Source: an optimization exercise on an open RTL-to-GDS flow (aim: small area and a short achievable clock period). Production flows keep margins and buffers that such runs may drop. RTL that was checked went through simulation tests only; none was proved equivalent to the original. For run 2, only the layout was checked, not whether the RTL still works.

## flow/design.v (module list and top-level ports; edited modules follow where they fit)
// module float_larger: 6 lines
// module add_float: 53 lines
// module sub_float: 39 lines
// module Multiply: 405 lines
// module Multiply_one_minus: 446 lines
// module fa: 6 lines
// module resize_datapath: 32 lines
module resize_datapath (
  clk,
  reset_n,
  enable,
  data_in1,
  data_in2,
  scale,
  data_out
);
  // ...
==> flow/flow/run.sh <==
#!/bin/bash
# Own layout flow:
#  1. the standard synthesis (bash standard.sh synth);
#  2. the logic between the registers and the full-adder cells is mapped
#     again by ABC for area (registers and full adders kept as they are);
#  3. the standard layout from the floorplan on, except that the delay
#     cells may not be used (so the port buffers are plain buffers); the
#     platform's own don't-use cells stay don't-use.
# Each tool's output goes to a log file of its own here (flow_*.log).
set -euo pipefail
W=$(pwd)
R=$W/orfs/results/$FLOW_PLATFORM/resize_datapath/base
YOSYS=$FLOW_HOME/../tools/install/yosys/bin/yosys
LIB=$FLOW_HOME/platforms/sky130hd/lib/sky130_fd_sc_hd__tt_025C_1v80.lib

bash standard.sh synth > "$W/flow_synth.log" 2>&1
cp "$R/1_2_yosys.v" "$W/standard_1_2_yosys.v"

DL="sky130_fd_sc_hd__clkdlybuf4s15_1 sky130_fd_sc_hd__clkdlybuf4s15_2 sky130_fd_sc_hd__clkdlybuf4s18_1 sky130_fd_sc_hd__clkdlybuf4s18_2 sky130_fd_sc_hd__clkdlybuf4s25_1 sky130_fd_sc_hd__clkdlybuf4s25_2 sky130_fd_sc_hd__clkdlybuf4s50_1 sky130_fd_sc_hd__clkdlybuf4s50_2 sky130_fd_sc_hd__dlygate4sd1_1 sky130_fd_sc_hd__dlygate4sd2_1 sky130_fd_sc_hd__dlygate4sd3_1 sky130_fd_sc_hd__dlymetal6s2s_1 sky130_fd_sc_hd__dlymetal6s4s_1 sky130_fd_sc_hd__dlymetal6s6s_1"
PLAT=$(sed -n '/^export DONT_USE_CELLS/,/^[^ ]/p' "$FLOW_HOME/platforms/sky130hd/config.mk" | grep -o 'sky130_fd_sc_hd__[A-Za-z0-9_]*' | tr '\n' ' ')
DONT_ALL="$DL $PLAT"
# ABC may not use the don't-use cells, nor the multi-output adder cells
ABC_DONT=$(for c in $DONT_ALL sky130_fd_sc_hd__fa_1 sky130_fd_sc_hd__fa_2 sky130_fd_sc_hd__fa_4 sky130_fd_sc_hd__fah_1 sky130_fd_sc_hd__fahcin_1 sky130_fd_sc_hd__fahcon_1 sky130_fd_sc_hd__ha_1 sky130_fd_sc_hd__ha_2 sky130_fd_sc_hd__ha_4; do printf -- "-dont_use $c "; done)
printf 'set_driving_cell sky130_fd_sc_hd__buf_1\nset_load 5\n' > "$W/resyn.constr"
echo 'strash; balance; dch; map -a; topo; stime -c; upsize -c; dnsize -c' > "$W/resyn.abc"
cat > "$W/resyn.ys" <<EOS
read_liberty -ignore_miss_func $LIB
blackbox sky130_fd_sc_hd__fa_1 sky130_fd_sc_hd__fa_2 sky130_fd_sc_hd__fa_4 sky130_fd_sc_hd__dfrtp_1 sky130_fd_sc_hd__dfrtp_2 sky130_fd_sc_hd__dfrtp_4
read_verilog $W/standard_1_2_yosys.v
hierarchy -top $FLOW_TOP
flatten
opt_clean -purge
abc -liberty $LIB -constr $W/resyn.constr -script $W/resyn.abc $ABC_DONT
opt_clean -purge
hilomap -singleton -hicell sky130_fd_sc_hd__conb_1 HI -locell sky130_fd_sc_hd__conb_1 LO
splitnets
opt_clean -purge
write_verilog -noattr -nohex -nodec $W/resyn.v
EOS
"$YOSYS" -s "$W/resyn.ys" > "$W/flow_resyn.log" 2>&1
# read the new netlist back on its own and check it
"$YOSYS" -p "read_liberty -lib $LIB; read_verilog $W/resyn.v; hierarchy -check -top $FLOW_TOP; check -assert -mapped; stat -liberty $LIB" > "$W/flow_resyn_check.log" 2>&1
cp "$W/resyn.v" "$R/1_2_yosys.v"
touch "$R/1_2_yosys.v"

bash standard.sh "DONT_USE_CELLS=$DONT_ALL" SETUP_SLACK_MARGIN=7.5 RECOVER_POWER=100 finish > "$W/flow_finish.log" 2>&1
==> flow/standard.sh <==
#!/bin/bash
# synth_recipe.tcl (not shown) runs the flow's synth.tcl, then flattens the netlist and writes it again
# the make line also repeats each setting of config.mk as NAME=value (left out here)
make -C /OpenROAD-flow-scripts/flow DESIGN_CONFIG=/design/flow/config.mk WORK_HOME=/design/flow/orfs CLKGATE_MAP_FILE= SYNTH_SCRIPT=/design/flow/synth_recipe.tcl "${@:-finish}"
==> flow/config.mk <==
export PLATFORM = sky130hd
export DESIGN_NAME = resize_datapath
export DESIGN_NICKNAME = resize_datapath
export VERILOG_FILES = /design/flow/design.v
export SDC_FILE = /design/flow/constraint.sdc
export NUM_CORES = 4
export LEC_CHECK = 0
export ABC_AREA = 1
export CAP_MARGIN = 20
export CORE_MARGIN = 2
export CORE_UTILIZATION = 65
export PLACE_DENSITY = 0.8
export SETUP_SLACK_MARGIN = 5
export SLEW_MARGIN = 20
export SYNTH_HIERARCHICAL = 1
export SYNTH_MINIMUM_KEEP_SIZE = 0
==> flow/constraint.sdc <==
create_clock -name core_clock -period 25.0 [get_ports {clk}]
set_input_delay 5.0000 -clock core_clock [delete_from_list [all_inputs] [get_ports {clk}]]
set_output_delay 5.0000 -clock core_clock [all_outputs]
set_load 0.01 [all_outputs]
==> metrics.cfg, run 1 <==
[outcome]
status=timing/DRC/antenna clean

[clock_tree]
clock_sinks=16
clk_pin_slew_worst_paths_ps=50
htreeDepth=1
cts_resized=3
ctsLongestPathBuffers=2
post-cts-setup-buffers=0
worstSkewPairLatency_ps=240

[final_layout]
n_all_buffers=94
fillerInstances=1314
final_common_cell=nand2_1
ff_latch_area_um2=400
seq_share_pct=3.66
n_clock_buffer=3
num-multi-input-gates=1242
clkCellAreaFrac_pct=0.686

[place]
dpl.hpwl_um=25300

[detailed_routing]
wl_met3_um=3130
viasPerCell=5.93
route.met2.wl_um=14000

[hold_path]
holdPathEnd=data_out[15]$_DFFE_PN0P_
min_path_type=flop to flop
hp-start=data_out[15]$_DFFE_PN0P_

[timing]
setup_viol=0
hold_viol_final=0
drv_slew=0
worst_pin_slew_ps=1100

[synthesis]
syn_area_um2=10200

[worst_setup_path]
worstPathMaxFanout=16
cp.required_ps=25170

[global_routing]
globalRoute.totalOverflow=0

[floorplan]
row_count=45

[job]
drv_cap=0

==> module float_larger, before the edit <==
module float_larger (sa, ea, sb, eb, isLarger);
  input        sa, sb;
  input  [4:0] ea, eb;
  output       isLarger;
  assign isLarger = (sa ^ sb) ? ~sa : (ea >= eb);
endmodule
==> module add_float, before the edit <==
module add_float (za, sa, pa, ha, ma, zb, sb, pb, hb, mb, c);
  input        za, sa, ha, zb, sb, hb;
  input  [4:0] pa, pb;
  input  [9:0] ma, mb;
  output [15:0] c;
  wire        s1 = ~za & sa;
  wire        s2 = ~zb & sb;
  wire        h1 = ~za & ha;
  wire        h2 = ~zb & hb;
  wire [4:0]  p1 = za ? 5'd0 : pa;
  wire [4:0]  p2 = zb ? 5'd0 : pb;
  wire [9:0]  m1 = za ? 10'd0 : ma;
  wire [9:0]  m2 = zb ? 10'd0 : mb;
  wire [4:0]  e1 = p1 + {4'd0, h1};
  wire [4:0]  e2 = p2 + {4'd0, h2};
  wire l;
  float_larger fl (.sa(s1), .ea(e1), .sb(s2), .eb(e2), .isLarger(l));
  wire        sx = l ? s1 : s2;
  wire        sy = l ? s2 : s1;
  wire [4:0]  ex = l ? e1 : e2;
  wire [9:0]  mx = l ? m1 : m2;
  wire [9:0]  my = l ? m2 : m1;
  wire [4:0]  da = e1 - e2;
  wire [4:0]  db = e2 - e1;
  wire [10:0] ys = align({1'b1, my}, l ? da : db);
  wire [11:0] xp = {2'b01, mx};
  wire [11:0] xn = ~xp + 12'd1;
  wire [11:0] ax = sx ? xn : xp;
  wire [11:0] s  = ax + ({1'b0, ys} ^ {12{sy}}) + {11'd0, sy};
  reg  [3:0]  lz;
  integer i;
  always @* begin
    lz = 4'd0;
    for (i = 0; i <= 10; i = i + 1)
      if (s[i]) lz = 4'd10 - i[3:0];
  end
  wire [10:0] sn = s[10:0] << lz;
  wire zero = (s == 12'd0);
  assign c[15]    = sx;
  assign c[14:10] = s[11] ? ex + 5'd1 :
                    zero  ? 5'd0 : ex - {1'b0, lz};
  assign c[9:0]   = s[11] ? 10'd0 : sn[9:0];
  function [10:0] align(input [10:0] mm, input [4:0] sh);
    reg [10:0] t;
    begin
      t = sh[0] ? {1'd0, mm[10:1]} : mm;
      t = sh[1] ? {2'd0, t[10:2]} : t;
      t = sh[2] ? {4'd0, t[10:4]} : t;
      t = sh[3] ? {8'd0, t[10:8]} : t;
      align = sh[4] ? 11'd0 : t;
    end
  endfunction
endmodule
==> module Multiply, before the edit <==
module Multiply (a, b, z, s, ep, h, m);
  input  [15:0] a, b;
  output        z;       
  output        s;       
  output [4:0]  ep;      
  output        h;       
  output [9:0]  m;       
  wire [9:0] an = ~a[9:0];
  wire [9:0] bn = ~b[9:0];
  wire pn0_0 = ~(a[0] & b[0]);
  wire pn0_1 = ~(a[0] & b[1]);
  wire pn0_2 = ~(a[0] & b[2]);
  wire pn0_3 = ~(a[0] & b[3]);
  wire pn0_4 = ~(a[0] & b[4]);
  wire pn0_5 = ~(a[0] & b[5]);
  wire pn0_6 = ~(a[0] & b[6]);
  wire pn0_7 = ~(a[0] & b[7]);
  wire pn0_8 = ~(a[0] & b[8]);
  wire pn0_9 = ~(a[0] & b[9]);
  wire pn1_0 = ~(a[1] & b[0]);
  wire pn1_1 = ~(a[1] & b[1]);
  wire pn1_2 = ~(a[1] & b[2]);
  wire pn1_3 = ~(a[1] & b[3]);
  wire pn1_4 = ~(a[1] & b[4]);
  wire pn1_5 = ~(a[1] & b[5]);
  wire pn1_6 = ~(a[1] & b[6]);
  wire pn1_7 = ~(a[1] & b[7]);
  wire pn1_8 = ~(a[1] & b[8]);
  wire pn1_9 = ~(a[1] & b[9]);
  wire pn2_0 = ~(a[2] & b[0]);
  wire pn2_1 = ~(a[2] & b[1]);
  wire pn2_2 = ~(a[2] & b[2]);
  wire pn2_3 = ~(a[2] & b[3]);
  wire pn2_4 = ~(a[2] & b[4]);
  wire pn2_5 = ~(a[2] & b[5]);
  wire pn2_6 = ~(a[2] & b[6]);
  wire pn2_7 = ~(a[2] & b[7]);
  wire pn2_8 = ~(a[2] & b[8]);
  wire pn2_9 = ~(a[2] & b[9]);
  wire pn3_0 = ~(a[3] & b[0]);
  wire pn3_1 = ~(a[3] & b[1]);
  wire pn3_2 = ~(a[3] & b[2]);
  wire pn3_3 = ~(a[3] & b[3]);
  wire pn3_4 = ~(a[3] & b[4]);
  wire pn3_5 = ~(a[3] & b[5]);
  wire pn3_6 = ~(a[3] & b[6]);
  wire pn3_7 = ~(a[3] & b[7]);
  wire pn3_8 = ~(a[3] & b[8]);
  wire pn3_9 = ~(a[3] & b[9]);
  wire pn4_0 = ~(a[4] & b[0]);
  wire pn4_1 = ~(a[4] & b[1]);
  wire pn4_2 = ~(a[4] & b[2]);
  wire pn4_3 = ~(a[4] & b[3]);
  wire pn4_4 = ~(a[4] & b[4]);
  wire pn4_5 = ~(a[4] & b[5]);
  wire pn4_6 = ~(a[4] & b[6]);
  wire pn4_7 = ~(a[4] & b[7]);
  wire pn4_8 = ~(a[4] & b[8]);
  wire pn4_9 = ~(a[4] & b[9]);
  wire pn5_0 = ~(a[5] & b[0]);
  wire pn5_1 = ~(a[5] & b[1]);
  wire pn5_2 = ~(a[5] & b[2]);
  wire pn5_3 = ~(a[5] & b[3]);
  wire pn5_4 = ~(a[5] & b[4]);
  wire pn5_5 = ~(a[5] & b[5]);
  wire pn5_6 = ~(a[5] & b[6]);
  wire pn5_7 = ~(a[5] & b[7]);
  wire pn5_8 = ~(a[5] & b[8]);
  wire pn5_9 = ~(a[5] & b[9]);
  wire pn6_0 = ~(a[6] & b[0]);
  wire pn6_1 = ~(a[6] & b[1]);
  wire pn6_2 = ~(a[6] & b[2]);
  wire pn6_3 = ~(a[6] & b[3]);
  wire pn6_4 = ~(a[6] & b[4]);
  wire pn6_5 = ~(a[6] & b[5]);
  wire pn6_6 = ~(a[6] & b[6]);
  wire pn6_7 = ~(a[6] & b[7]);
  wire pn6_8 = ~(a[6] & b[8]);
  wire pn6_9 = ~(a[6] & b[9]);
  wire pn7_0 = ~(a[7] & b[0]);
  wire pn7_1 = ~(a[7] & b[1]);
  wire pn7_2 = ~(a[7] & b[2]);
  wire pn7_3 = ~(a[7] & b[3]);
  wire pn7_4 = ~(a[7] & b[4]);
  wire pn7_5 = ~(a[7] & b[5]);
  wire pn7_6 = ~(a[7] & b[6]);
  wire pn7_7 = ~(a[7] & b[7]);
  wire pn7_8 = ~(a[7] & b[8]);
  wire pn7_9 = ~(a[7] & b[9]);
  wire pn8_0 = ~(a[8] & b[0]);
  wire pn8_1 = ~(a[8] & b[1]);
  wire pn8_2 = ~(a[8] & b[2]);
  wire pn8_3 = ~(a[8] & b[3]);
  wire pn8_4 = ~(a[8] & b[4]);
  wire pn8_5 = ~(a[8] & b[5]);
  wire pn8_6 = ~(a[8] & b[6]);
  wire pn8_7 = ~(a[8] & b[7]);
  wire pn8_8 = ~(a[8] & b[8]);
  wire pn8_9 = ~(a[8] & b[9]);
  wire pn9_0 = ~(a[9] & b[0]);
  wire pn9_1 = ~(a[9] & b[1]);
  wire pn9_2 = ~(a[9] & b[2]);
  wire pn9_3 = ~(a[9] & b[3]);
  wire pn9_4 = ~(a[9] & b[4]);
  wire pn9_5 = ~(a[9] & b[5]);
  wire pn9_6 = ~(a[9] & b[6]);
  wire pn9_7 = ~(a[9] & b[7]);
  wire pn9_8 = ~(a[9] & b[8]);
  wire pn9_9 = ~(a[9] & b[9]);
  wire s0, c0;
  assign s0 = ~(pn0_9 ^ pn1_8);
  assign c0 = pn0_9 | pn1_8;
  wire s1, c1;
  fa u1 (.a(pn1_9), .b(pn2_8), .c(pn3_7), .s(s1), .co(c1));
  wire s2, c2;
  assign s2 = ~(pn4_6 ^ pn5_5);
  assign c2 = pn4_6 | pn5_5;
  wire s3, c3;
  fa u3 (.a(pn2_9), .b(pn3_8), .c(pn4_7), .s(s3), .co(c3));
  wire s4, c4;
  assign s4 = ~(pn5_6 ^ pn6_5);
  assign c4 = pn5_6 | pn6_5;
  wire s5, c5;
  fa u5 (.a(pn3_9), .b(pn4_8), .c(pn5_7), .s(s5), .co(c5));
  wire s6, c6;
  assign s6 = ~(pn0_6 ^ pn1_5);
  assign c6 = pn0_6 | pn1_5;
  wire s7, c7;
  fa u7 (.a(pn0_7), .b(pn1_6), .c(pn2_5), .s(s7), .co(c7));
  wire s8, c8;
  assign s8 = ~(pn3_4 ^ pn4_3);
  assign c8 = pn3_4 | pn4_3;
  wire s9, c9;
  fa u9 (.a(pn0_8), .b(pn1_7), .c(pn2_6), .s(s9), .co(c9));
  wire s10, c10;
  fa u10 (.a(pn3_5), .b(pn4_4), .c(pn5_3), .s(s10), .co(c10));
  wire s11, c11;
  assign s11 = ~(pn6_2 ^ pn7_1);
  assign c11 = pn6_2 | pn7_1;
  wire s12, c12;
  fa u12 (.a(s0), .b(pn2_7), .c(pn3_6), .s(s12), .co(c12));
  wire s13, c13;
  fa u13 (.a(pn4_5), .b(pn5_4), .c(pn6_3), .s(s13), .co(c13));
  wire s14, c14;
  fa u14 (.a(pn7_2), .b(pn8_1), .c(pn9_0), .s(s14), .co(c14));
  wire s15, c15;
  fa u15 (.a(c0), .b(s1), .c(s2), .s(s15), .co(c15));
  wire s16, c16;
  fa u16 (.a(pn6_4), .b(pn7_3), .c(pn8_2), .s(s16), .co(c16));
  wire s17, c17;
  fa u17 (.a(pn9_1), .b(an[0]), .c(bn[0]), .s(s17), .co(c17));
  wire s18, c18;
  fa u18 (.a(c1), .b(c2), .c(s3), .s(s18), .co(c18));
  wire s19, c19;
  fa u19 (.a(s4), .b(pn7_4), .c(pn8_3), .s(s19), .co(c19));
  wire s20, c20;
  fa u20 (.a(pn9_2), .b(an[1]), .c(bn[1]), .s(s20), .co(c20));
  wire s21, c21;
  fa u21 (.a(c3), .b(c4), .c(s5), .s(s21), .co(c21));
  wire s22, c22;
  fa u22 (.a(pn6_6), .b(pn7_5), .c(pn8_4), .s(s22), .co(c22));
  wire s23, c23;
  fa u23 (.a(pn9_3), .b(an[2]), .c(bn[2]), .s(s23), .co(c23));
  wire s24, c24;
  fa u24 (.a(c5), .b(pn4_9), .c(pn5_8), .s(s24), .co(c24));
  wire s25, c25;
  fa u25 (.a(pn6_7), .b(pn7_6), .c(pn8_5), .s(s25), .co(c25));
  wire s26, c26;
  fa u26 (.a(pn9_4), .b(an[3]), .c(bn[3]), .s(s26), .co(c26));
  wire s27, c27;
  fa u27 (.a(pn5_9), .b(pn6_8), .c(pn7_7), .s(s27), .co(c27));
  wire s28, c28;
  fa u28 (.a(pn8_6), .b(pn9_5), .c(an[4]), .s(s28), .co(c28));
  wire s29, c29;
  fa u29 (.a(pn6_9), .b(pn7_8), .c(pn8_7), .s(s29), .co(c29));
  wire s30, c30;
  assign s30 = ~(pn0_4 ^ pn1_3);
  assign c30 = pn0_4 | pn1_3;
  wire s31, c31;
  fa u31 (.a(pn0_5), .b(pn1_4), .c(pn2_3), .s(s31), .co(c31));
  wire s32, c32;
  assign s32 = ~(pn3_2 ^ pn4_1);
  assign c32 = pn3_2 | pn4_1;
  wire s33, c33;
  fa u33 (.a(s6), .b(pn2_4), .c(pn3_3), .s(s33), .co(c33));
  wire s34, c34;
  fa u34 (.a(pn4_2), .b(pn5_1), .c(pn6_0), .s(s34), .co(c34));
  wire s35, c35;
  fa u35 (.a(c6), .b(s7), .c(s8), .s(s35), .co(c35));
  wire s36, c36;
  fa u36 (.a(pn5_2), .b(pn6_1), .c(pn7_0), .s(s36), .co(c36));
  wire s37, c37;
  fa u37 (.a(c7), .b(c8), .c(s9), .s(s37), .co(c37));
  wire s38, c38;
  fa u38 (.a(s10), .b(s11), .c(pn8_0), .s(s38), .co(c38));
  wire s39, c39;
  fa u39 (.a(c9), .b(c10), .c(c11), .s(s39), .co(c39));
  wire s40, c40;
  fa u40 (.a(s12), .b(s13), .c(s14), .s(s40), .co(c40));
  wire s41, c41;
  fa u41 (.a(c12), .b(c13), .c(c14), .s(s41), .co(c41));
  wire s42, c42;
  fa u42 (.a(s15), .b(s16), .c(s17), .s(s42), .co(c42));
  wire s43, c43;
  fa u43 (.a(c15), .b(c16), .c(c17), .s(s43), .co(c43));
  wire s44, c44;
  fa u44 (.a(s18), .b(s19), .c(s20), .s(s44), .co(c44));
  wire s45, c45;
  fa u45 (.a(c18), .b(c19), .c(c20), .s(s45), .co(c45));
  wire s46, c46;
  fa u46 (.a(s21), .b(s22), .c(s23), .s(s46), .co(c46));
  wire s47, c47;
  fa u47 (.a(c21), .b(c22), .c(c23), .s(s47), .co(c47));
  wire s48, c48;
  fa u48 (.a(s24), .b(s25), .c(s26), .s(s48), .co(c48));
  wire s49, c49;
  fa u49 (.a(c24), .b(c25), .c(c26), .s(s49), .co(c49));
  wire s50, c50;
  fa u50 (.a(s27), .b(s28), .c(bn[4]), .s(s50), .co(c50));
  wire s51, c51;
  fa u51 (.a(c27), .b(c28), .c(s29), .s(s51), .co(c51));
  wire s52, c52;
  fa u52 (.a(pn9_6), .b(an[5]), .c(bn[5]), .s(s52), .co(c52));
  wire s53, c53;
  fa u53 (.a(c29), .b(pn7_9), .c(pn8_8), .s(s53), .co(c53));
  wire s54, c54;
  fa u54 (.a(pn9_7), .b(an[6]), .c(bn[6]), .s(s54), .co(c54));
  wire s55, c55;
  fa u55 (.a(pn8_9), .b(pn9_8), .c(an[7]), .s(s55), .co(c55));
  wire s56, c56;
  assign s56 = ~(pn0_3 ^ pn1_2);
  assign c56 = pn0_3 | pn1_2;
  wire s57, c57;
  fa u57 (.a(s30), .b(pn2_2), .c(pn3_1), .s(s57), .co(c57));
  wire s58, c58;
  fa u58 (.a(c30), .b(s31), .c(s32), .s(s58), .co(c58));
  wire s59, c59;
  fa u59 (.a(c31), .b(c32), .c(s33), .s(s59), .co(c59));
  wire s60, c60;
  fa u60 (.a(c33), .b(c34), .c(s35), .s(s60), .co(c60));
  wire s61, c61;
  fa u61 (.a(c35), .b(c36), .c(s37), .s(s61), .co(c61));
  wire s62, c62;
  fa u62 (.a(c37), .b(c38), .c(s39), .s(s62), .co(c62));
  wire s63, c63;
  fa u63 (.a(c39), .b(c40), .c(s41), .s(s63), .co(c63));
  wire s64, c64;
  fa u64 (.a(c41), .b(c42), .c(s43), .s(s64), .co(c64));
  wire s65, c65;
  fa u65 (.a(c43), .b(c44), .c(s45), .s(s65), .co(c65));
  wire s66, c66;
  fa u66 (.a(c45), .b(c46), .c(s47), .s(s66), .co(c66));
  wire s67, c67;
  fa u67 (.a(c47), .b(c48), .c(s49), .s(s67), .co(c67));
  wire s68, c68;
  fa u68 (.a(c49), .b(c50), .c(s51), .s(s68), .co(c68));
  wire s69, c69;
  fa u69 (.a(c51), .b(c52), .c(s53), .s(s69), .co(c69));
  wire s70, c70;
  fa u70 (.a(c53), .b(c54), .c(s55), .s(s70), .co(c70));
  wire s71, c71;
  fa u71 (.a(c55), .b(pn9_9), .c(an[8]), .s(s71), .co(c71));
  wire s72, c72;
  assign s72 = ~(pn0_2 ^ pn1_1);
  assign c72 = pn0_2 | pn1_1;
  wire s73, c73;
  fa u73 (.a(s56), .b(pn2_1), .c(pn3_0), .s(s73), .co(c73));
  wire s74, c74;
  fa u74 (.a(c56), .b(s57), .c(pn4_0), .s(s74), .co(c74));
  wire s75, c75;
  fa u75 (.a(c57), .b(s58), .c(pn5_0), .s(s75), .co(c75));
  wire s76, c76;
  fa u76 (.a(c58), .b(s59), .c(s34), .s(s76), .co(c76));
  wire s77, c77;
  fa u77 (.a(c59), .b(s60), .c(s36), .s(s77), .co(c77));
  wire s78, c78;
  fa u78 (.a(c60), .b(s61), .c(s38), .s(s78), .co(c78));
  wire s79, c79;
  fa u79 (.a(c61), .b(s62), .c(s40), .s(s79), .co(c79));
  wire s80, c80;
  fa u80 (.a(c62), .b(s63), .c(s42), .s(s80), .co(c80));
  wire s81, c81;
  fa u81 (.a(c63), .b(s64), .c(s44), .s(s81), .co(c81));
  wire s82, c82;
  fa u82 (.a(c64), .b(s65), .c(s46), .s(s82), .co(c82));
  wire s83, c83;
  fa u83 (.a(c65), .b(s66), .c(s48), .s(s83), .co(c83));
  wire s84, c84;
  fa u84 (.a(c66), .b(s67), .c(s50), .s(s84), .co(c84));
  wire s85, c85;
  fa u85 (.a(c67), .b(s68), .c(s52), .s(s85), .co(c85));
  wire s86, c86;
  fa u86 (.a(c68), .b(s69), .c(s54), .s(s86), .co(c86));
  wire s87, c87;
  fa u87 (.a(c69), .b(s70), .c(bn[7]), .s(s87), .co(c87));
  wire s88, c88;
  fa u88 (.a(c70), .b(s71), .c(bn[8]), .s(s88), .co(c88));
  wire s89, c89;
  fa u89 (.a(c71), .b(an[9]), .c(bn[9]), .s(s89), .co(c89));
  wire [21:0] ran = {1'b1, c89, c88, c87, c86, c85, c84, c83, c82, c81, c80, c79, c78, c77, c76, c75, c74, c73, c72, s72, pn0_1, pn0_0};
  wire [21:0] rbn = {1'b1, 1'b0, s89, s88, s87, s86, s85, s84, s83, s82, s81, s80, s79, s78, s77, s76, s75, s74, s73, pn2_0, pn1_0, 1'b1};
  wire [21:0] g0 = ~(ran | rbn);
  wire [21:0] p0 = ~(ran & rbn);
  wire [21:0] x0 = ran ^ rbn;
  wire G_1 = g0[1] | (p0[1] & g0[0]);
  wire P_1 = p0[1] & p0[0];
  wire G_2 = g0[3] | (p0[3] & g0[2]);
  wire P_2 = p0[3] & p0[2];
  wire G_3 = g0[5] | (p0[5] & g0[4]);
  wire P_3 = p0[5] & p0[4];
  wire G_4 = g0[7] | (p0[7] & g0[6]);
  wire P_4 = p0[7] & p0[6];
  wire G_5 = g0[9] | (p0[9] & g0[8]);
  wire P_5 = p0[9] & p0[8];
  wire G_6 = g0[11] | (p0[11] & g0[10]);
  wire P_6 = p0[11] & p0[10];
  wire G_7 = g0[13] | (p0[13] & g0[12]);
  wire P_7 = p0[13] & p0[12];
  wire G_8 = g0[15] | (p0[15] & g0[14]);
  wire P_8 = p0[15] & p0[14];
  wire G_9 = g0[17] | (p0[17] & g0[16]);
  wire P_9 = p0[17] & p0[16];
  wire G_10 = g0[19] | (p0[19] & g0[18]);
  wire P_10 = p0[19] & p0[18];
  wire G_11 = g0[21] | (p0[21] & g0[20]);
  wire P_11 = p0[21] & p0[20];
  wire G_12 = G_2 | (P_2 & G_1);
  wire P_12 = P_2 & P_1;
  wire G_13 = G_4 | (P_4 & G_3);
  wire P_13 = P_4 & P_3;
  wire G_14 = G_6 | (P_6 & G_5);
  wire P_14 = P_6 & P_5;
  wire G_15 = G_8 | (P_8 & G_7);
  wire P_15 = P_8 & P_7;
  wire G_16 = G_10 | (P_10 & G_9);
  wire P_16 = P_10 & P_9;
  wire G_17 = G_13 | (P_13 & G_12);
  wire P_17 = P_13 & P_12;
  wire G_18 = G_15 | (P_15 & G_14);
  wire P_18 = P_15 & P_14;
  wire G_19 = G_18 | (P_18 & G_17);
  wire P_19 = P_18 & P_17;
  wire G_20 = G_14 | (P_14 & G_17);
  wire P_20 = P_14 & P_17;
  wire G_21 = G_16 | (P_16 & G_19);
  wire P_21 = P_16 & P_19;
  wire G_22 = G_3 | (P_3 & G_12);
  wire P_22 = P_3 & P_12;
  wire G_23 = G_5 | (P_5 & G_17);
  wire P_23 = P_5 & P_17;
  wire G_24 = G_7 | (P_7 & G_20);
  wire P_24 = P_7 & P_20;
  wire G_25 = G_9 | (P_9 & G_19);
  wire P_25 = P_9 & P_19;
  wire G_26 = G_11 | (P_11 & G_21);
  wire P_26 = P_11 & P_21;
  wire G_27 = g0[2] | (p0[2] & G_1);
  wire P_27 = p0[2] & P_1;
  wire G_28 = g0[4] | (p0[4] & G_12);
  wire P_28 = p0[4] & P_12;
  wire G_29 = g0[6] | (p0[6] & G_22);
  wire P_29 = p0[6] & P_22;
  wire G_30 = g0[8] | (p0[8] & G_17);
  wire P_30 = p0[8] & P_17;
  wire G_31 = g0[10] | (p0[10] & G_23);
  wire P_31 = p0[10] & P_23;
  wire G_32 = g0[12] | (p0[12] & G_20);
  wire P_32 = p0[12] & P_20;
  wire G_33 = g0[14] | (p0[14] & G_24);
  wire P_33 = p0[14] & P_24;
  wire G_34 = g0[16] | (p0[16] & G_19);
  wire P_34 = p0[16] & P_19;
  wire G_35 = g0[18] | (p0[18] & G_25);
  wire P_35 = p0[18] & P_25;
  wire G_36 = g0[20] | (p0[20] & G_21);
  wire P_36 = p0[20] & P_21;
  wire [21:0] t;
  assign t[0] = x0[0];
  assign t[1] = x0[1] ^ g0[0];
  assign t[2] = x0[2] ^ G_1;
  assign t[3] = x0[3] ^ G_27;
  assign t[4] = x0[4] ^ G_12;
  assign t[5] = x0[5] ^ G_28;
  assign t[6] = x0[6] ^ G_22;
  assign t[7] = x0[7] ^ G_29;
  assign t[8] = x0[8] ^ G_17;
  assign t[9] = x0[9] ^ G_30;
  assign t[10] = x0[10] ^ G_23;
  assign t[11] = x0[11] ^ G_31;
  assign t[12] = x0[12] ^ G_20;
  assign t[13] = x0[13] ^ G_32;
  assign t[14] = x0[14] ^ G_24;
  assign t[15] = x0[15] ^ G_33;
  assign t[16] = x0[16] ^ G_19;
  assign t[17] = x0[17] ^ G_34;
  assign t[18] = x0[18] ^ G_25;
  assign t[19] = x0[19] ^ G_35;
  assign t[20] = x0[20] ^ G_21;
  assign t[21] = x0[21] ^ G_36;
  assign h  = t[21];
  assign m  = h ? t[20:11] : t[19:10];
  assign ep = a[14:10] + b[14:10] + 5'd17;    
  assign s  = a[15] ^ b[15];
  assign z  = (a == 16'd0) | (b == 16'd0);
endmodule
==> module Multiply_one_minus, before the edit <==
module Multiply_one_minus (a, x, se, zs, z, s, ep, h, m);
  input  [15:0] a;
  input  [9:0]  x;       
  input  [4:0]  se;      
  input         zs;      
  output        z;       
  output        s;       
  output [4:0]  ep;      
  output        h;       
  output [9:0]  m;       
  wire [9:0] an = ~a[9:0];
  wire pn0_0 = ~(a[0] & ~x[0]);
  wire pn0_1 = ~(a[0] & ~x[1]);
  wire pn0_2 = ~(a[0] & ~x[2]);
  wire pn0_3 = ~(a[0] & ~x[3]);
  wire pn0_4 = ~(a[0] & ~x[4]);
  wire pn0_5 = ~(a[0] & ~x[5]);
  wire pn0_6 = ~(a[0] & ~x[6]);
  wire pn0_7 = ~(a[0] & ~x[7]);
  wire pn0_8 = ~(a[0] & ~x[8]);
  wire pn0_9 = ~(a[0] & ~x[9]);
  wire pn1_0 = ~(a[1] & ~x[0]);
  wire pn1_1 = ~(a[1] & ~x[1]);
  wire pn1_2 = ~(a[1] & ~x[2]);
  wire pn1_3 = ~(a[1] & ~x[3]);
  wire pn1_4 = ~(a[1] & ~x[4]);
  wire pn1_5 = ~(a[1] & ~x[5]);
  wire pn1_6 = ~(a[1] & ~x[6]);
  wire pn1_7 = ~(a[1] & ~x[7]);
  wire pn1_8 = ~(a[1] & ~x[8]);
  wire pn1_9 = ~(a[1] & ~x[9]);
  wire pn2_0 = ~(a[2] & ~x[0]);
  wire pn2_1 = ~(a[2] & ~x[1]);
  wire pn2_2 = ~(a[2] & ~x[2]);
  wire pn2_3 = ~(a[2] & ~x[3]);
  wire pn2_4 = ~(a[2] & ~x[4]);
  wire pn2_5 = ~(a[2] & ~x[5]);
  wire pn2_6 = ~(a[2] & ~x[6]);
  wire pn2_7 = ~(a[2] & ~x[7]);
  wire pn2_8 = ~(a[2] & ~x[8]);
  wire pn2_9 = ~(a[2] & ~x[9]);
  wire pn3_0 = ~(a[3] & ~x[0]);
  wire pn3_1 = ~(a[3] & ~x[1]);
  wire pn3_2 = ~(a[3] & ~x[2]);
  wire pn3_3 = ~(a[3] & ~x[3]);
  wire pn3_4 = ~(a[3] & ~x[4]);
  wire pn3_5 = ~(a[3] & ~x[5]);
  wire pn3_6 = ~(a[3] & ~x[6]);
  wire pn3_7 = ~(a[3] & ~x[7]);
  wire pn3_8 = ~(a[3] & ~x[8]);
  wire pn3_9 = ~(a[3] & ~x[9]);
  wire pn4_0 = ~(a[4] & ~x[0]);
  wire pn4_1 = ~(a[4] & ~x[1]);
  wire pn4_2 = ~(a[4] & ~x[2]);
  wire pn4_3 = ~(a[4] & ~x[3]);
  wire pn4_4 = ~(a[4] & ~x[4]);
  wire pn4_5 = ~(a[4] & ~x[5]);
  wire pn4_6 = ~(a[4] & ~x[6]);
  wire pn4_7 = ~(a[4] & ~x[7]);
  wire pn4_8 = ~(a[4] & ~x[8]);
  wire pn4_9 = ~(a[4] & ~x[9]);
  wire pn5_0 = ~(a[5] & ~x[0]);
  wire pn5_1 = ~(a[5] & ~x[1]);
  wire pn5_2 = ~(a[5] & ~x[2]);
  wire pn5_3 = ~(a[5] & ~x[3]);
  wire pn5_4 = ~(a[5] & ~x[4]);
  wire pn5_5 = ~(a[5] & ~x[5]);
  wire pn5_6 = ~(a[5] & ~x[6]);
  wire pn5_7 = ~(a[5] & ~x[7]);
  wire pn5_8 = ~(a[5] & ~x[8]);
  wire pn5_9 = ~(a[5] & ~x[9]);
  wire pn6_0 = ~(a[6] & ~x[0]);
  wire pn6_1 = ~(a[6] & ~x[1]);
  wire pn6_2 = ~(a[6] & ~x[2]);
  wire pn6_3 = ~(a[6] & ~x[3]);
  wire pn6_4 = ~(a[6] & ~x[4]);
  wire pn6_5 = ~(a[6] & ~x[5]);
  wire pn6_6 = ~(a[6] & ~x[6]);
  wire pn6_7 = ~(a[6] & ~x[7]);
  wire pn6_8 = ~(a[6] & ~x[8]);
  wire pn6_9 = ~(a[6] & ~x[9]);
  wire pn7_0 = ~(a[7] & ~x[0]);
  wire pn7_1 = ~(a[7] & ~x[1]);
  wire pn7_2 = ~(a[7] & ~x[2]);
  wire pn7_3 = ~(a[7] & ~x[3]);
  wire pn7_4 = ~(a[7] & ~x[4]);
  wire pn7_5 = ~(a[7] & ~x[5]);
  wire pn7_6 = ~(a[7] & ~x[6]);
  wire pn7_7 = ~(a[7] & ~x[7]);
  wire pn7_8 = ~(a[7] & ~x[8]);
  wire pn7_9 = ~(a[7] & ~x[9]);
  wire pn8_0 = ~(a[8] & ~x[0]);
  wire pn8_1 = ~(a[8] & ~x[1]);
  wire pn8_2 = ~(a[8] & ~x[2]);
  wire pn8_3 = ~(a[8] & ~x[3]);
  wire pn8_4 = ~(a[8] & ~x[4]);
  wire pn8_5 = ~(a[8] & ~x[5]);
  wire pn8_6 = ~(a[8] & ~x[6]);
  wire pn8_7 = ~(a[8] & ~x[7]);
  wire pn8_8 = ~(a[8] & ~x[8]);
  wire pn8_9 = ~(a[8] & ~x[9]);
  wire pn9_0 = ~(a[9] & ~x[0]);
  wire pn9_1 = ~(a[9] & ~x[1]);
  wire pn9_2 = ~(a[9] & ~x[2]);
  wire pn9_3 = ~(a[9] & ~x[3]);
  wire pn9_4 = ~(a[9] & ~x[4]);
  wire pn9_5 = ~(a[9] & ~x[5]);
  wire pn9_6 = ~(a[9] & ~x[6]);
  wire pn9_7 = ~(a[9] & ~x[7]);
  wire pn9_8 = ~(a[9] & ~x[8]);
  wire pn9_9 = ~(a[9] & ~x[9]);
  wire s0, c0;
  assign s0 = ~(pn0_8 ^ pn1_7);
  assign c0 = pn0_8 | pn1_7;
  wire s1, c1;
  fa u1 (.a(pn0_9), .b(pn1_8), .c(pn2_7), .s(s1), .co(c1));
  wire s2, c2;
  assign s2 = ~(pn3_6 ^ pn4_5);
  assign c2 = pn3_6 | pn4_5;
  wire s3, c3;
  fa u3 (.a(pn1_9), .b(pn2_8), .c(pn3_7), .s(s3), .co(c3));
  wire s4, c4;
  fa u4 (.a(pn4_6), .b(pn5_5), .c(pn6_4), .s(s4), .co(c4));
  wire s5, c5;
  assign s5 = ~(pn7_3 ^ pn8_2);
  assign c5 = pn7_3 | pn8_2;
  wire s6, c6;
  fa u6 (.a(pn2_9), .b(pn3_8), .c(pn4_7), .s(s6), .co(c6));
  wire s7, c7;
  fa u7 (.a(pn5_6), .b(pn6_5), .c(pn7_4), .s(s7), .co(c7));
  wire s8, c8;
  fa u8 (.a(pn3_9), .b(pn4_8), .c(pn5_7), .s(s8), .co(c8));
  wire s9, c9;
  assign s9 = ~(pn0_5 ^ pn1_4);
  assign c9 = pn0_5 | pn1_4;
  wire s10, c10;
  fa u10 (.a(pn0_6), .b(pn1_5), .c(pn2_4), .s(s10), .co(c10));
  wire s11, c11;
  assign s11 = ~(pn3_3 ^ pn4_2);
  assign c11 = pn3_3 | pn4_2;
  wire s12, c12;
  fa u12 (.a(pn0_7), .b(pn1_6), .c(pn2_5), .s(s12), .co(c12));
  wire s13, c13;
  fa u13 (.a(pn3_4), .b(pn4_3), .c(pn5_2), .s(s13), .co(c13));
  wire s14, c14;
  assign s14 = ~(pn6_1 ^ pn7_0);
  assign c14 = pn6_1 | pn7_0;
  wire s15, c15;
  fa u15 (.a(s0), .b(pn2_6), .c(pn3_5), .s(s15), .co(c15));
  wire s16, c16;
  fa u16 (.a(pn4_4), .b(pn5_3), .c(pn6_2), .s(s16), .co(c16));
  wire s17, c17;
  fa u17 (.a(pn7_1), .b(pn8_0), .c(an[8]), .s(s17), .co(c17));
  wire s18, c18;
  fa u18 (.a(c0), .b(s1), .c(s2), .s(s18), .co(c18));
  wire s19, c19;
  fa u19 (.a(pn5_4), .b(pn6_3), .c(pn7_2), .s(s19), .co(c19));
  wire s20, c20;
  fa u20 (.a(pn8_1), .b(pn9_0), .c(an[9]), .s(s20), .co(c20));
  wire s21, c21;
  fa u21 (.a(c1), .b(c2), .c(s3), .s(s21), .co(c21));
  wire s22, c22;
  fa u22 (.a(s4), .b(s5), .c(pn9_1), .s(s22), .co(c22));
  wire s23, c23;
  assign s23 = an[0] ^ x[0];
  assign c23 = an[0] & x[0];
  wire s24, c24;
  fa u24 (.a(c3), .b(c4), .c(c5), .s(s24), .co(c24));
  wire s25, c25;
  fa u25 (.a(s6), .b(s7), .c(pn8_3), .s(s25), .co(c25));
  wire s26, c26;
  fa u26 (.a(pn9_2), .b(an[1]), .c(x[1]), .s(s26), .co(c26));
  wire s27, c27;
  fa u27 (.a(c6), .b(c7), .c(s8), .s(s27), .co(c27));
  wire s28, c28;
  fa u28 (.a(pn6_6), .b(pn7_5), .c(pn8_4), .s(s28), .co(c28));
  wire s29, c29;
  fa u29 (.a(pn9_3), .b(an[2]), .c(x[2]), .s(s29), .co(c29));
  wire s30, c30;
  fa u30 (.a(c8), .b(pn4_9), .c(pn5_8), .s(s30), .co(c30));
  wire s31, c31;
  fa u31 (.a(pn6_7), .b(pn7_6), .c(pn8_5), .s(s31), .co(c31));
  wire s32, c32;
  fa u32 (.a(pn9_4), .b(an[3]), .c(x[3]), .s(s32), .co(c32));
  wire s33, c33;
  fa u33 (.a(pn5_9), .b(pn6_8), .c(pn7_7), .s(s33), .co(c33));
  wire s34, c34;
  fa u34 (.a(pn8_6), .b(pn9_5), .c(an[4]), .s(s34), .co(c34));
  wire s35, c35;
  fa u35 (.a(pn6_9), .b(pn7_8), .c(pn8_7), .s(s35), .co(c35));
  wire s36, c36;
  assign s36 = ~(pn0_3 ^ pn1_2);
  assign c36 = pn0_3 | pn1_2;
  wire s37, c37;
  fa u37 (.a(pn0_4), .b(pn1_3), .c(pn2_2), .s(s37), .co(c37));
  wire s38, c38;
  assign s38 = ~(pn3_1 ^ pn4_0);
  assign c38 = pn3_1 | pn4_0;
  wire s39, c39;
  fa u39 (.a(s9), .b(pn2_3), .c(pn3_2), .s(s39), .co(c39));
  wire s40, c40;
  fa u40 (.a(pn4_1), .b(pn5_0), .c(an[5]), .s(s40), .co(c40));
  wire s41, c41;
  fa u41 (.a(c9), .b(s10), .c(s11), .s(s41), .co(c41));
  wire s42, c42;
  fa u42 (.a(pn5_1), .b(pn6_0), .c(an[6]), .s(s42), .co(c42));
  wire s43, c43;
  fa u43 (.a(c10), .b(c11), .c(s12), .s(s43), .co(c43));
  wire s44, c44;
  fa u44 (.a(s13), .b(s14), .c(an[7]), .s(s44), .co(c44));
  wire s45, c45;
  fa u45 (.a(c12), .b(c13), .c(c14), .s(s45), .co(c45));
  wire s46, c46;
  fa u46 (.a(s15), .b(s16), .c(s17), .s(s46), .co(c46));
  wire s47, c47;
  fa u47 (.a(c15), .b(c16), .c(c17), .s(s47), .co(c47));
  wire s48, c48;
  fa u48 (.a(s18), .b(s19), .c(s20), .s(s48), .co(c48));
  wire s49, c49;
  fa u49 (.a(c18), .b(c19), .c(c20), .s(s49), .co(c49));
  wire s50, c50;
  fa u50 (.a(s21), .b(s22), .c(s23), .s(s50), .co(c50));
  wire s51, c51;
  fa u51 (.a(c21), .b(c22), .c(c23), .s(s51), .co(c51));
  wire s52, c52;
  fa u52 (.a(s24), .b(s25), .c(s26), .s(s52), .co(c52));
  wire s53, c53;
  fa u53 (.a(c24), .b(c25), .c(c26), .s(s53), .co(c53));
  wire s54, c54;
  fa u54 (.a(s27), .b(s28), .c(s29), .s(s54), .co(c54));
  wire s55, c55;
  fa u55 (.a(c27), .b(c28), .c(c29), .s(s55), .co(c55));
  wire s56, c56;
  fa u56 (.a(s30), .b(s31), .c(s32), .s(s56), .co(c56));
  wire s57, c57;
  fa u57 (.a(c30), .b(c31), .c(c32), .s(s57), .co(c57));
  wire s58, c58;
  fa u58 (.a(s33), .b(s34), .c(x[4]), .s(s58), .co(c58));
  wire s59, c59;
  fa u59 (.a(c33), .b(c34), .c(s35), .s(s59), .co(c59));
  wire s60, c60;
  fa u60 (.a(pn9_6), .b(an[5]), .c(x[5]), .s(s60), .co(c60));
  wire s61, c61;
  fa u61 (.a(c35), .b(pn7_9), .c(pn8_8), .s(s61), .co(c61));
  wire s62, c62;
  fa u62 (.a(pn9_7), .b(an[6]), .c(x[6]), .s(s62), .co(c62));
  wire s63, c63;
  fa u63 (.a(pn8_9), .b(pn9_8), .c(an[7]), .s(s63), .co(c63));
  wire s64, c64;
  assign s64 = ~(pn0_2 ^ pn1_1);
  assign c64 = pn0_2 | pn1_1;
  wire s65, c65;
  fa u65 (.a(s36), .b(pn2_1), .c(pn3_0), .s(s65), .co(c65));
  wire s66, c66;
  fa u66 (.a(c36), .b(s37), .c(s38), .s(s66), .co(c66));
  wire s67, c67;
  fa u67 (.a(c37), .b(c38), .c(s39), .s(s67), .co(c67));
  wire s68, c68;
  fa u68 (.a(c39), .b(c40), .c(s41), .s(s68), .co(c68));
  wire s69, c69;
  fa u69 (.a(c41), .b(c42), .c(s43), .s(s69), .co(c69));
  wire s70, c70;
  fa u70 (.a(c43), .b(c44), .c(s45), .s(s70), .co(c70));
  wire s71, c71;
  fa u71 (.a(c45), .b(c46), .c(s47), .s(s71), .co(c71));
  wire s72, c72;
  fa u72 (.a(c47), .b(c48), .c(s49), .s(s72), .co(c72));
  wire s73, c73;
  fa u73 (.a(c49), .b(c50), .c(s51), .s(s73), .co(c73));
  wire s74, c74;
  fa u74 (.a(c51), .b(c52), .c(s53), .s(s74), .co(c74));
  wire s75, c75;
  fa u75 (.a(c53), .b(c54), .c(s55), .s(s75), .co(c75));
  wire s76, c76;
  fa u76 (.a(c55), .b(c56), .c(s57), .s(s76), .co(c76));
  wire s77, c77;
  fa u77 (.a(c57), .b(c58), .c(s59), .s(s77), .co(c77));
  wire s78, c78;
  fa u78 (.a(c59), .b(c60), .c(s61), .s(s78), .co(c78));
  wire s79, c79;
  fa u79 (.a(c61), .b(c62), .c(s63), .s(s79), .co(c79));
  wire s80, c80;
  fa u80 (.a(c63), .b(pn9_9), .c(an[8]), .s(s80), .co(c80));
  wire s81, c81;
  assign s81 = ~(pn0_1 ^ pn1_0);
  assign c81 = pn0_1 | pn1_0;
  wire s82, c82;
  fa u82 (.a(s64), .b(pn2_0), .c(an[2]), .s(s82), .co(c82));
  wire s83, c83;
  fa u83 (.a(c64), .b(s65), .c(an[3]), .s(s83), .co(c83));
  wire s84, c84;
  fa u84 (.a(c65), .b(s66), .c(an[4]), .s(s84), .co(c84));
  wire s85, c85;
  fa u85 (.a(c66), .b(s67), .c(s40), .s(s85), .co(c85));
  wire s86, c86;
  fa u86 (.a(c67), .b(s68), .c(s42), .s(s86), .co(c86));
  wire s87, c87;
  fa u87 (.a(c68), .b(s69), .c(s44), .s(s87), .co(c87));
  wire s88, c88;
  fa u88 (.a(c69), .b(s70), .c(s46), .s(s88), .co(c88));
  wire s89, c89;
  fa u89 (.a(c70), .b(s71), .c(s48), .s(s89), .co(c89));
  wire s90, c90;
  fa u90 (.a(c71), .b(s72), .c(s50), .s(s90), .co(c90));
  wire s91, c91;
  fa u91 (.a(c72), .b(s73), .c(s52), .s(s91), .co(c91));
  wire s92, c92;
  fa u92 (.a(c73), .b(s74), .c(s54), .s(s92), .co(c92));
  wire s93, c93;
  fa u93 (.a(c74), .b(s75), .c(s56), .s(s93), .co(c93));
  wire s94, c94;
  fa u94 (.a(c75), .b(s76), .c(s58), .s(s94), .co(c94));
  wire s95, c95;
  fa u95 (.a(c76), .b(s77), .c(s60), .s(s95), .co(c95));
  wire s96, c96;
  fa u96 (.a(c77), .b(s78), .c(s62), .s(s96), .co(c96));
  wire s97, c97;
  fa u97 (.a(c78), .b(s79), .c(x[7]), .s(s97), .co(c97));
  wire s98, c98;
  fa u98 (.a(c79), .b(s80), .c(x[8]), .s(s98), .co(c98));
  wire s99, c99;
  fa u99 (.a(c80), .b(an[9]), .c(x[9]), .s(s99), .co(c99));
  wire [21:0] ran = {1'b1, c99, c98, c97, c96, c95, c94, c93, c92, c91, c90, c89, c88, c87, c86, c85, c84, c83, c82, c81, s81, pn0_0};
  wire [21:0] rbn = {1'b1, 1'b0, s99, s98, s97, s96, s95, s94, s93, s92, s91, s90, s89, s88, s87, s86, s85, s84, s83, s82, an[1], an[0]};
  wire [21:0] g0 = ~(ran | rbn);
  wire [21:0] p0 = ~(ran & rbn);
  wire [21:0] x0 = ran ^ rbn;
  wire G1_1 = g0[1] | (p0[1] & g0[0]);
  wire P1_1 = p0[1] & p0[0];
  wire G1_3 = g0[3] | (p0[3] & g0[2]);
  wire P1_3 = p0[3] & p0[2];
  wire G1_5 = g0[5] | (p0[5] & g0[4]);
  wire P1_5 = p0[5] & p0[4];
  wire G1_7 = g0[7] | (p0[7] & g0[6]);
  wire P1_7 = p0[7] & p0[6];
  wire G1_9 = g0[9] | (p0[9] & g0[8]);
  wire P1_9 = p0[9] & p0[8];
  wire G1_11 = g0[11] | (p0[11] & g0[10]);
  wire P1_11 = p0[11] & p0[10];
  wire G1_13 = g0[13] | (p0[13] & g0[12]);
  wire P1_13 = p0[13] & p0[12];
  wire G1_15 = g0[15] | (p0[15] & g0[14]);
  wire P1_15 = p0[15] & p0[14];
  wire G1_17 = g0[17] | (p0[17] & g0[16]);
  wire P1_17 = p0[17] & p0[16];
  wire G1_19 = g0[19] | (p0[19] & g0[18]);
  wire P1_19 = p0[19] & p0[18];
  wire G1_21 = g0[21] | (p0[21] & g0[20]);
  wire P1_21 = p0[21] & p0[20];
  wire G2_2 = g0[2] | (p0[2] & G1_1);
  wire P2_2 = p0[2] & P1_1;
  wire G2_3 = G1_3 | (P1_3 & G1_1);
  wire P2_3 = P1_3 & P1_1;
  wire G2_6 = g0[6] | (p0[6] & G1_5);
  wire P2_6 = p0[6] & P1_5;
  wire G2_7 = G1_7 | (P1_7 & G1_5);
  wire P2_7 = P1_7 & P1_5;
  wire G2_10 = g0[10] | (p0[10] & G1_9);
  wire P2_10 = p0[10] & P1_9;
  wire G2_11 = G1_11 | (P1_11 & G1_9);
  wire P2_11 = P1_11 & P1_9;
  wire G2_14 = g0[14] | (p0[14] & G1_13);
  wire P2_14 = p0[14] & P1_13;
  wire G2_15 = G1_15 | (P1_15 & G1_13);
  wire P2_15 = P1_15 & P1_13;
  wire G2_18 = g0[18] | (p0[18] & G1_17);
  wire P2_18 = p0[18] & P1_17;
  wire G2_19 = G1_19 | (P1_19 & G1_17);
  wire P2_19 = P1_19 & P1_17;
  wire G3_4 = g0[4] | (p0[4] & G2_3);
  wire P3_4 = p0[4] & P2_3;
  wire G3_5 = G1_5 | (P1_5 & G2_3);
  wire P3_5 = P1_5 & P2_3;
  wire G3_6 = G2_6 | (P2_6 & G2_3);
  wire P3_6 = P2_6 & P2_3;
  wire G3_7 = G2_7 | (P2_7 & G2_3);
  wire P3_7 = P2_7 & P2_3;
  wire G3_12 = g0[12] | (p0[12] & G2_11);
  wire P3_12 = p0[12] & P2_11;
  wire G3_13 = G1_13 | (P1_13 & G2_11);
  wire P3_13 = P1_13 & P2_11;
  wire G3_14 = G2_14 | (P2_14 & G2_11);
  wire P3_14 = P2_14 & P2_11;
  wire G3_15 = G2_15 | (P2_15 & G2_11);
  wire P3_15 = P2_15 & P2_11;
  wire G3_20 = g0[20] | (p0[20] & G2_19);
  wire P3_20 = p0[20] & P2_19;
  wire G3_21 = G1_21 | (P1_21 & G2_19);
  wire P3_21 = P1_21 & P2_19;
  wire G4_8 = g0[8] | (p0[8] & G3_7);
  wire P4_8 = p0[8] & P3_7;
  wire G4_9 = G1_9 | (P1_9 & G3_7);
  wire P4_9 = P1_9 & P3_7;
  wire G4_10 = G2_10 | (P2_10 & G3_7);
  wire P4_10 = P2_10 & P3_7;
  wire G4_11 = G2_11 | (P2_11 & G3_7);
  wire P4_11 = P2_11 & P3_7;
  wire G4_12 = G3_12 | (P3_12 & G3_7);
  wire P4_12 = P3_12 & P3_7;
  wire G4_13 = G3_13 | (P3_13 & G3_7);
  wire P4_13 = P3_13 & P3_7;
  wire G4_14 = G3_14 | (P3_14 & G3_7);
  wire P4_14 = P3_14 & P3_7;
  wire G4_15 = G3_15 | (P3_15 & G3_7);
  wire P4_15 = P3_15 & P3_7;
  wire G5_16 = g0[16] | (p0[16] & G4_15);
  wire P5_16 = p0[16] & P4_15;
  wire G5_17 = G1_17 | (P1_17 & G4_15);
  wire P5_17 = P1_17 & P4_15;
  wire G5_18 = G2_18 | (P2_18 & G4_15);
  wire P5_18 = P2_18 & P4_15;
  wire G5_19 = G2_19 | (P2_19 & G4_15);
  wire P5_19 = P2_19 & P4_15;
  wire G5_20 = G3_20 | (P3_20 & G4_15);
  wire P5_20 = P3_20 & P4_15;
  wire G5_21 = G3_21 | (P3_21 & G4_15);
  wire P5_21 = P3_21 & P4_15;
  wire [21:0] t;
  assign t[0] = x0[0];
  assign t[1] = x0[1] ^ g0[0];
  assign t[2] = x0[2] ^ G1_1;
  assign t[3] = x0[3] ^ G2_2;
  assign t[4] = x0[4] ^ G2_3;
  assign t[5] = x0[5] ^ G3_4;
  assign t[6] = x0[6] ^ G3_5;
  assign t[7] = x0[7] ^ G3_6;
  assign t[8] = x0[8] ^ G3_7;
  assign t[9] = x0[9] ^ G4_8;
  assign t[10] = x0[10] ^ G4_9;
  assign t[11] = x0[11] ^ G4_10;
  assign t[12] = x0[12] ^ G4_11;
  assign t[13] = x0[13] ^ G4_12;
  assign t[14] = x0[14] ^ G4_13;
  assign t[15] = x0[15] ^ G4_14;
  assign t[16] = x0[16] ^ G4_15;
  assign t[17] = x0[17] ^ G5_16;
  assign t[18] = x0[18] ^ G5_17;
  assign t[19] = x0[19] ^ G5_18;
  assign t[20] = x0[20] ^ G5_19;
  assign t[21] = x0[21] ^ G5_20;
  assign h  = t[21];
  assign m  = h ? t[20:11] : t[19:10];
  assign ep = a[14:10] + se + 5'd17;    
  assign s  = a[15];
  assign z  = (a == 16'd0) | zs;
endmodule
==> run 2, diff against run 1 <==
--- a/flow/design.v
+++ b/flow/design.v
@@ -1,34 +1,49 @@
-module float_larger (sa, ea, sb, eb, isLarger);
-  input        sa, sb;
-  input  [4:0] ea, eb;
+module float_larger (sa, pa, ha, sb, pb, hb, isLarger);
+  input        sa, ha, sb, hb;
+  input  [4:0] pa, pb;
   output       isLarger;
-  assign isLarger = (sa ^ sb) ? ~sa : (ea >= eb);
+  wire [4:0] pa1 = pa + 5'd1;
+  wire [4:0] pb1 = pb + 5'd1;
+  wire ge00 = pa  >= pb;
+  wire ge01 = pa  >= pb1;
+  wire ge10 = pa1 >= pb;
+  wire ge11 = pa1 >= pb1;
+  wire ge = ha ? (hb ? ge11 : ge10) : (hb ? ge01 : ge00);
+  assign isLarger = (sa ^ sb) ? ~sa : ge;
 endmodule
-module add_float (za, sa, pa, ha, ma, zb, sb, pb, hb, mb, c);
-  input        za, sa, ha, zb, sb, hb;
+module add_float (za, sa, pa, ta, zb, sb, pb, tb, c);
+  input        za, sa, zb, sb;
   input  [4:0] pa, pb;
-  input  [9:0] ma, mb;
+  input  [11:0] ta, tb;
   output [15:0] c;
   wire        s1 = ~za & sa;
   wire        s2 = ~zb & sb;
-  wire        h1 = ~za & ha;
-  wire        h2 = ~zb & hb;
   wire [4:0]  p1 = za ? 5'd0 : pa;
   wire [4:0]  p2 = zb ? 5'd0 : pb;
-  wire [9:0]  m1 = za ? 10'd0 : ma;
-  wire [9:0]  m2 = zb ? 10'd0 : mb;
+  wire [11:0] t1 = za ? 12'h400 : ta;
+  wire [11:0] t2 = zb ? 12'h400 : tb;
+  wire        h1 = t1[11];
+  wire        h2 = t2[11];
+  wire [9:0]  m1 = h1 ? t1[10:1] : t1[9:0];
+  wire [9:0]  m2 = h2 ? t2[10:1] : t2[9:0];
   wire [4:0]  e1 = p1 + {4'd0, h1};
   wire [4:0]  e2 = p2 + {4'd0, h2};
   wire l;
-  float_larger fl (.sa(s1), .ea(e1), .sb(s2), .eb(e2), .isLarger(l));
+  float_larger fl (.sa(s1), .pa(p1), .ha(h1), .sb(s2), .pb(p2), .hb(h2), .isLarger(l));
+  wire [4:0]  d  = p1 - p2;
+  wire [4:0]  d1 = d + 5'd1;
+  wire [4:0]  n  = p2 - p1;
+  wire [4:0]  n1 = n + 5'd1;
+  wire [4:0]  aa = h1 ? d1 : d;      
+  wire [4:0]  ab = h2 ? n1 : n;      
   wire        sx = l ? s1 : s2;
   wire        sy = l ? s2 : s1;
   wire [4:0]  ex = l ? e1 : e2;
   wire [9:0]  mx = l ? m1 : m2;
-  wire [9:0]  my = l ? m2 : m1;
-  wire [4:0]  da = e1 - e2;
-  wire [4:0]  db = e2 - e1;
-  wire [10:0] ys = align({1'b1, my}, l ? da : db);
+  wire [11:0] ty = l ? t2 : t1;
+  wire        hy = l ? h2 : h1;
+  wire [4:0]  am = l ? aa : ab;
+  wire [10:0] ys = (hy && am == 5'd0) ? 11'd0 : align(ty, am);
   wire [11:0] xp = {2'b01, mx};
   wire [11:0] xn = ~xp + 12'd1;
   wire [11:0] ax = sx ? xn : xp;
@@ -46,14 +61,14 @@
   assign c[14:10] = s[11] ? ex + 5'd1 :
                     zero  ? 5'd0 : ex - {1'b0, lz};
   assign c[9:0]   = s[11] ? 10'd0 : sn[9:0];
-  function [10:0] align(input [10:0] mm, input [4:0] sh);
-    reg [10:0] t;
+  function [10:0] align(input [11:0] tt, input [4:0] sh);
+    reg [11:0] t;
     begin
-      t = sh[0] ? {1'd0, mm[10:1]} : mm;
-      t = sh[1] ? {2'd0, t[10:2]} : t;
-      t = sh[2] ? {4'd0, t[10:4]} : t;
-      t = sh[3] ? {8'd0, t[10:8]} : t;
-      align = sh[4] ? 11'd0 : t;
+      t = sh[0] ? {1'd0, tt[11:1]} : tt;
+      t = sh[1] ? {2'd0, t[11:2]} : t;
+      t = sh[2] ? {4'd0, t[11:4]} : t;
+      t = sh[3] ? {8'd0, t[11:8]} : t;
+      align = sh[4] ? 11'd0 : t[10:0];
     end
   endfunction
 endmodule
@@ -96,13 +111,12 @@
               e15 ? 5'd15 : 5'd14;
   assign zs = e15 & (b[9:0] == 10'd0);
 endmodule
-module Multiply (a, b, z, s, ep, h, m);
+module Multiply (a, b, z, s, ep, p);
   input  [15:0] a, b;
   output        z;       
   output        s;       
   output [4:0]  ep;      
-  output        h;       
-  output [9:0]  m;       
+  output [11:0] p;       
   wire [9:0] an = ~a[9:0];
   wire [9:0] bn = ~b[9:0];
   wire pn0_0 = ~(a[0] & b[0]);
@@ -495,13 +509,12 @@
   assign t[19] = x0[19] ^ G_35;
   assign t[20] = x0[20] ^ G_21;
   assign t[21] = x0[21] ^ G_36;
-  assign h  = t[21];
-  assign m  = h ? t[20:11] : t[19:10];
+  assign p  = t[21:10];
   assign ep = a[14:10] + b[14:10] + 5'd17;    
   assign s  = a[15] ^ b[15];
   assign z  = (a == 16'd0) | (b == 16'd0);
 endmodule
-module Multiply_one_minus (a, x, se, zs, z, s, ep, h, m);
+module Multiply_one_minus (a, x, se, zs, z, s, ep, p);
   input  [15:0] a;
   input  [9:0]  x;       
   input  [4:0]  se;      
@@ -509,8 +522,7 @@
   output        z;       
   output        s;       
   output [4:0]  ep;      
-  output        h;       
-  output [9:0]  m;       
+  output [11:0] p;       
   wire [9:0] an = ~a[9:0];
   wire pn0_0 = ~(a[0] & ~x[0]);
   wire pn0_1 = ~(a[0] & ~x[1]);
@@ -941,8 +953,7 @@
   assign t[19] = x0[19] ^ G5_18;
   assign t[20] = x0[20] ^ G5_19;
   assign t[21] = x0[21] ^ G5_20;
-  assign h  = t[21];
-  assign m  = h ? t[20:11] : t[19:10];
+  assign p  = t[21:10];
   assign ep = a[14:10] + se + 5'd17;    
   assign s  = a[15];
   assign z  = (a == 16'd0) | zs;
@@ -966,18 +977,18 @@
   input wire clk, reset_n, enable;
   output reg [15:0] data_out;
   wire [15:0] fsum;
-  wire        z1, s1, h1, z2, s2, h2;
+  wire        z1, s1, z2, s2;
   wire [4:0]  p1, p2;
-  wire [9:0]  q1, q2;
+  wire [11:0] q1, q2;
   wire [9:0] sx;
   wire [4:0] se;
   wire       zs;
-  Multiply           m1 (.a(data_in2), .b(scale), .z(z1), .s(s1), .ep(p1), .h(h1), .m(q1));
+  Multiply           m1 (.a(data_in2), .b(scale), .z(z1), .s(s1), .ep(p1), .p(q1));
   sub_float          sf (.b(scale[14:0]), .x(sx), .se(se), .zs(zs));   
   Multiply_one_minus m2 (.a(data_in1), .x(sx), .se(se), .zs(zs),
-                         .z(z2), .s(s2), .ep(p2), .h(h2), .m(q2));
-  add_float          af (.za(z1), .sa(s1), .pa(p1), .ha(h1), .ma(q1),
-                         .zb(z2), .sb(s2), .pb(p2), .hb(h2), .mb(q2), .c(fsum));
+                         .z(z2), .s(s2), .ep(p2), .p(q2));
+  add_float          af (.za(z1), .sa(s1), .pa(p1), .ta(q1),
+                         .zb(z2), .sb(s2), .pb(p2), .tb(q2), .c(fsum));
   always @(posedge clk or negedge reset_n) begin
     if (~reset_n)
       data_out <= 16'd0;
--- a/flow/flow/run.sh
+++ b/flow/flow/run.sh
@@ -43,4 +43,4 @@
 cp "$W/resyn.v" "$R/1_2_yosys.v"
 touch "$R/1_2_yosys.v"
 
-bash standard.sh "DONT_USE_CELLS=$DONT_ALL" SETUP_SLACK_MARGIN=7.5 RECOVER_POWER=100 finish > "$W/flow_finish.log" 2>&1
+bash standard.sh "DONT_USE_CELLS=$DONT_ALL" SETUP_SLACK_MARGIN=7.5 finish > "$W/flow_finish.log" 2>&1
--- a/flow/config.mk
+++ b/flow/config.mk
@@ -8,8 +8,8 @@
 export ABC_AREA = 1
 export CAP_MARGIN = 20
 export CORE_MARGIN = 2
-export CORE_UTILIZATION = 65
-export PLACE_DENSITY = 0.8
+export CORE_UTILIZATION = 55
+export PLACE_DENSITY = 0.7
 export SETUP_SLACK_MARGIN = 5
 export SLEW_MARGIN = 20
 export SYNTH_HIERARCHICAL = 1
==> run 2 against run 1 <==
  * Still clean on timing, DRC and antenna
  * Cell area is 6.3% higher
  * Global-route usage is 4.5 points lower
  * Worst hold slack worse by 3.5 ps
  * Utilization is 10 points lower
  * Area after synthesis is 5.1% higher
  * First-iteration DRC count is 3.5% higher
  * Cell count is 11% higher
  * Synthesized cell count is 8.7% higher
  * Clock skew stayed put
  * Critical path type unchanged
  * Highest routed layer unchanged
==> metrics.cfg, run 2 <==
[final_layout]
largest_reg_flops=16  ; unchanged
final_common_cell=nand2_1  ; unchanged
antenna_cells=0  ; unchanged
regMostFlops=data_out  ; unchanged
stdcell_count=1961  ; was 1772
final_cell_mix=nand2_1, nor2_1, fa_1  ; unchanged
nets=1934  ; was 1795
design_area_um2=11600  ; was 10900 um2
final_util_pct=61.6  ; was 71.7%

[place]
dpl.hpwl_um=26600  ; was 25300 um
dp.cells=1920  ; was 1743
place_area_um2=11200  ; was 10700 um2
port_buffers=66  ; unchanged
gp_congestion=0.995  ; was 0.984

[clock_tree]
ctsLongestPathBuffers=2  ; unchanged
cts_tree=built  ; unchanged
cts_root_buf=clkbuf_16  ; unchanged
worstSkewPairLatency_ps=240  ; about the same
htreeDepth=1  ; unchanged
clk_pin_slew_worst_paths_ps=50  ; about the same
clock_sinks=16  ; unchanged

[global_routing]
grt_antenna_before_repair=0  ; unchanged
globalRoute.totalOverflow=0  ; unchanged
top_usage_layer=met2  ; unchanged
grt_start_max_net_pins=37  ; was 24
met2_usage_pct=54.7  ; was 61.3%
grt_pass1_wl_um=53500  ; was 49200 um
grt.met3_usage_pct=1.93  ; was 7.11%
track_usage_pct=32.6  ; was 37.1%

[worst_setup_path]
cp.required_ps=25130  ; was 25170 ps
cp.depth=74  ; was 80
critPathBufInv=12  ; was 14
worst_setup_path_start_kind=primary input  ; unchanged
crit_type=primary input to flop  ; unchanged
worst_setup_path_end_kind=flop  ; unchanged
crit_top_cell=nand2_1  ; unchanged
reg2reg_depth=1  ; was 2
worstPathMaxFanout=36  ; was 16
cpPeakStageDelay_ps=580  ; was 550 ps

[timing]
hold_ws_ps=474  ; was 478 ps
setup_viol=0  ; unchanged
hold_viol_final=0  ; unchanged
maxSlewHeadroom_pct=43.3  ; was 25.8%
finalCritPeriodShare_pct=66.2  ; was 69.9%
fin_crit_ps=16540  ; was 17480 ps
drv_slew=0  ; unchanged
worst_clock_skew_ps=0  ; unchanged
worst_pin_slew_ps=848  ; was 1100 ps

[synthesis]
synth.avg_cell_area_um2=6.68  ; was 6.91 um2
syn_area_um2=10700  ; was 10200 um2
syn-num-nets=1829  ; was 1701
yosysWarnings=9  ; unchanged
syn_inst=1597  ; was 1469

[floorplan]
start_util_pct=56.5  ; was 66.5%
num_io_pins=67  ; unchanged
row_count=50  ; was 45
core_area_um2=18900  ; was 15300 um2
die_area_um2=20500  ; was 16600 um2
die_w_um=143  ; was 129 um
die_height_um=143  ; was 129 um

[detailed_routing]
drtAntennaViolNets=0  ; unchanged
wire_per_inst_um=16.4  ; was 17.2 um
first_pass_iters=6  ; was 7
viasPerCell=5.69  ; was 5.93
vias=11200  ; was 10500

[outcome]
status=timing/DRC/antenna clean  ; unchanged

[job]
drv_cap=0  ; unchanged

[hold_path]
min_path_type=flop to flop  ; unchanged

## run 2: path summary, 6_finish.rpt
path | from | to | slack, ps
hold reg to reg | data_out[5]$_DFFE_PN0P_ | data_out[5]$_DFFE_PN0P_ | 470
min in group asynchronous | reset_n | data_out[4]$_DFFE_PN0P_ | 4830
hold / removal | data_out[5]$_DFFE_PN0P_ | data_out[5]$_DFFE_PN0P_ | 470
setup reg to reg | data_out[7]$_DFFE_PN0P_ | data_out[7]$_DFFE_PN0P_ | 24310
max in group asynchronous | reset_n | data_out[8]$_DFFE_PN0P_ | 19670
setup / recovery | scale[3] | data_out[14]$_DFFE_PN0P_ | 8460
## run 2: layout make-up
type	instances	area (um2)
Clock buffer	4	88.8
Fill cell	1876	7250
Inverter	227	897
Multi-Input combinational cell	1349	9480
Sequential cell	16	400
Tap cell	260	325
Timing Repair Buffer	104	444
Timing Repair inverter	1	5.00
## run 2: stage by stage
step	setup slack (ps)
detailed placement	7220
global route	7410
floorplan	9010
finish	8460
CTS	7500
global placement	7480
## run 2: per-layer routing
layer / wire length (um) / vias up
met5: 0 / -
met3: 2590 / 98
met4: 1270 / 0
met2: 14900 / 532
li1: - / 5333
met1: 13400 / 5203
## run 2: repair_timing
item,4_1_cts,5_1_grt
resized for setup,3,43
endpoints found under the hold margin,0,0
buffers inserted,0,35
setup endpoints to repair,2,15
pin swaps,0,10
cloned,0,2

-- re-timing with driven ports --
In the flow no input, the clock included, has a driving cell. The finished layouts below were timed again as built, in two steps. Step 1 assumes that a clkbuf_16 drives the clock port and a buf_2 every other input. Step 2 adds t to the input delays and takes it off the output delays; t is the mean of the earliest and latest rising clock arrival at the registers after step 1. Input paths then give back, and output paths get back, about the clock's delay inside the block. Slacks: ideal / step 1 / step 2; pairs: ideal / step 1.
run	t (ns)	setup WS [ns]	worst slew at a driven data input, ns	pins driven straight from the clock port
run 1	0.266	7.524 / 7.512 / 7.247	0.05	1
run 2	0.272	8.461 / 8.470 / 8.198	0.04	1
After both steps every run listed still meets setup and hold. The setup slack of run 1, which loses most, moves by -0.012 ns with the drivers and by -0.277 ns with both steps.
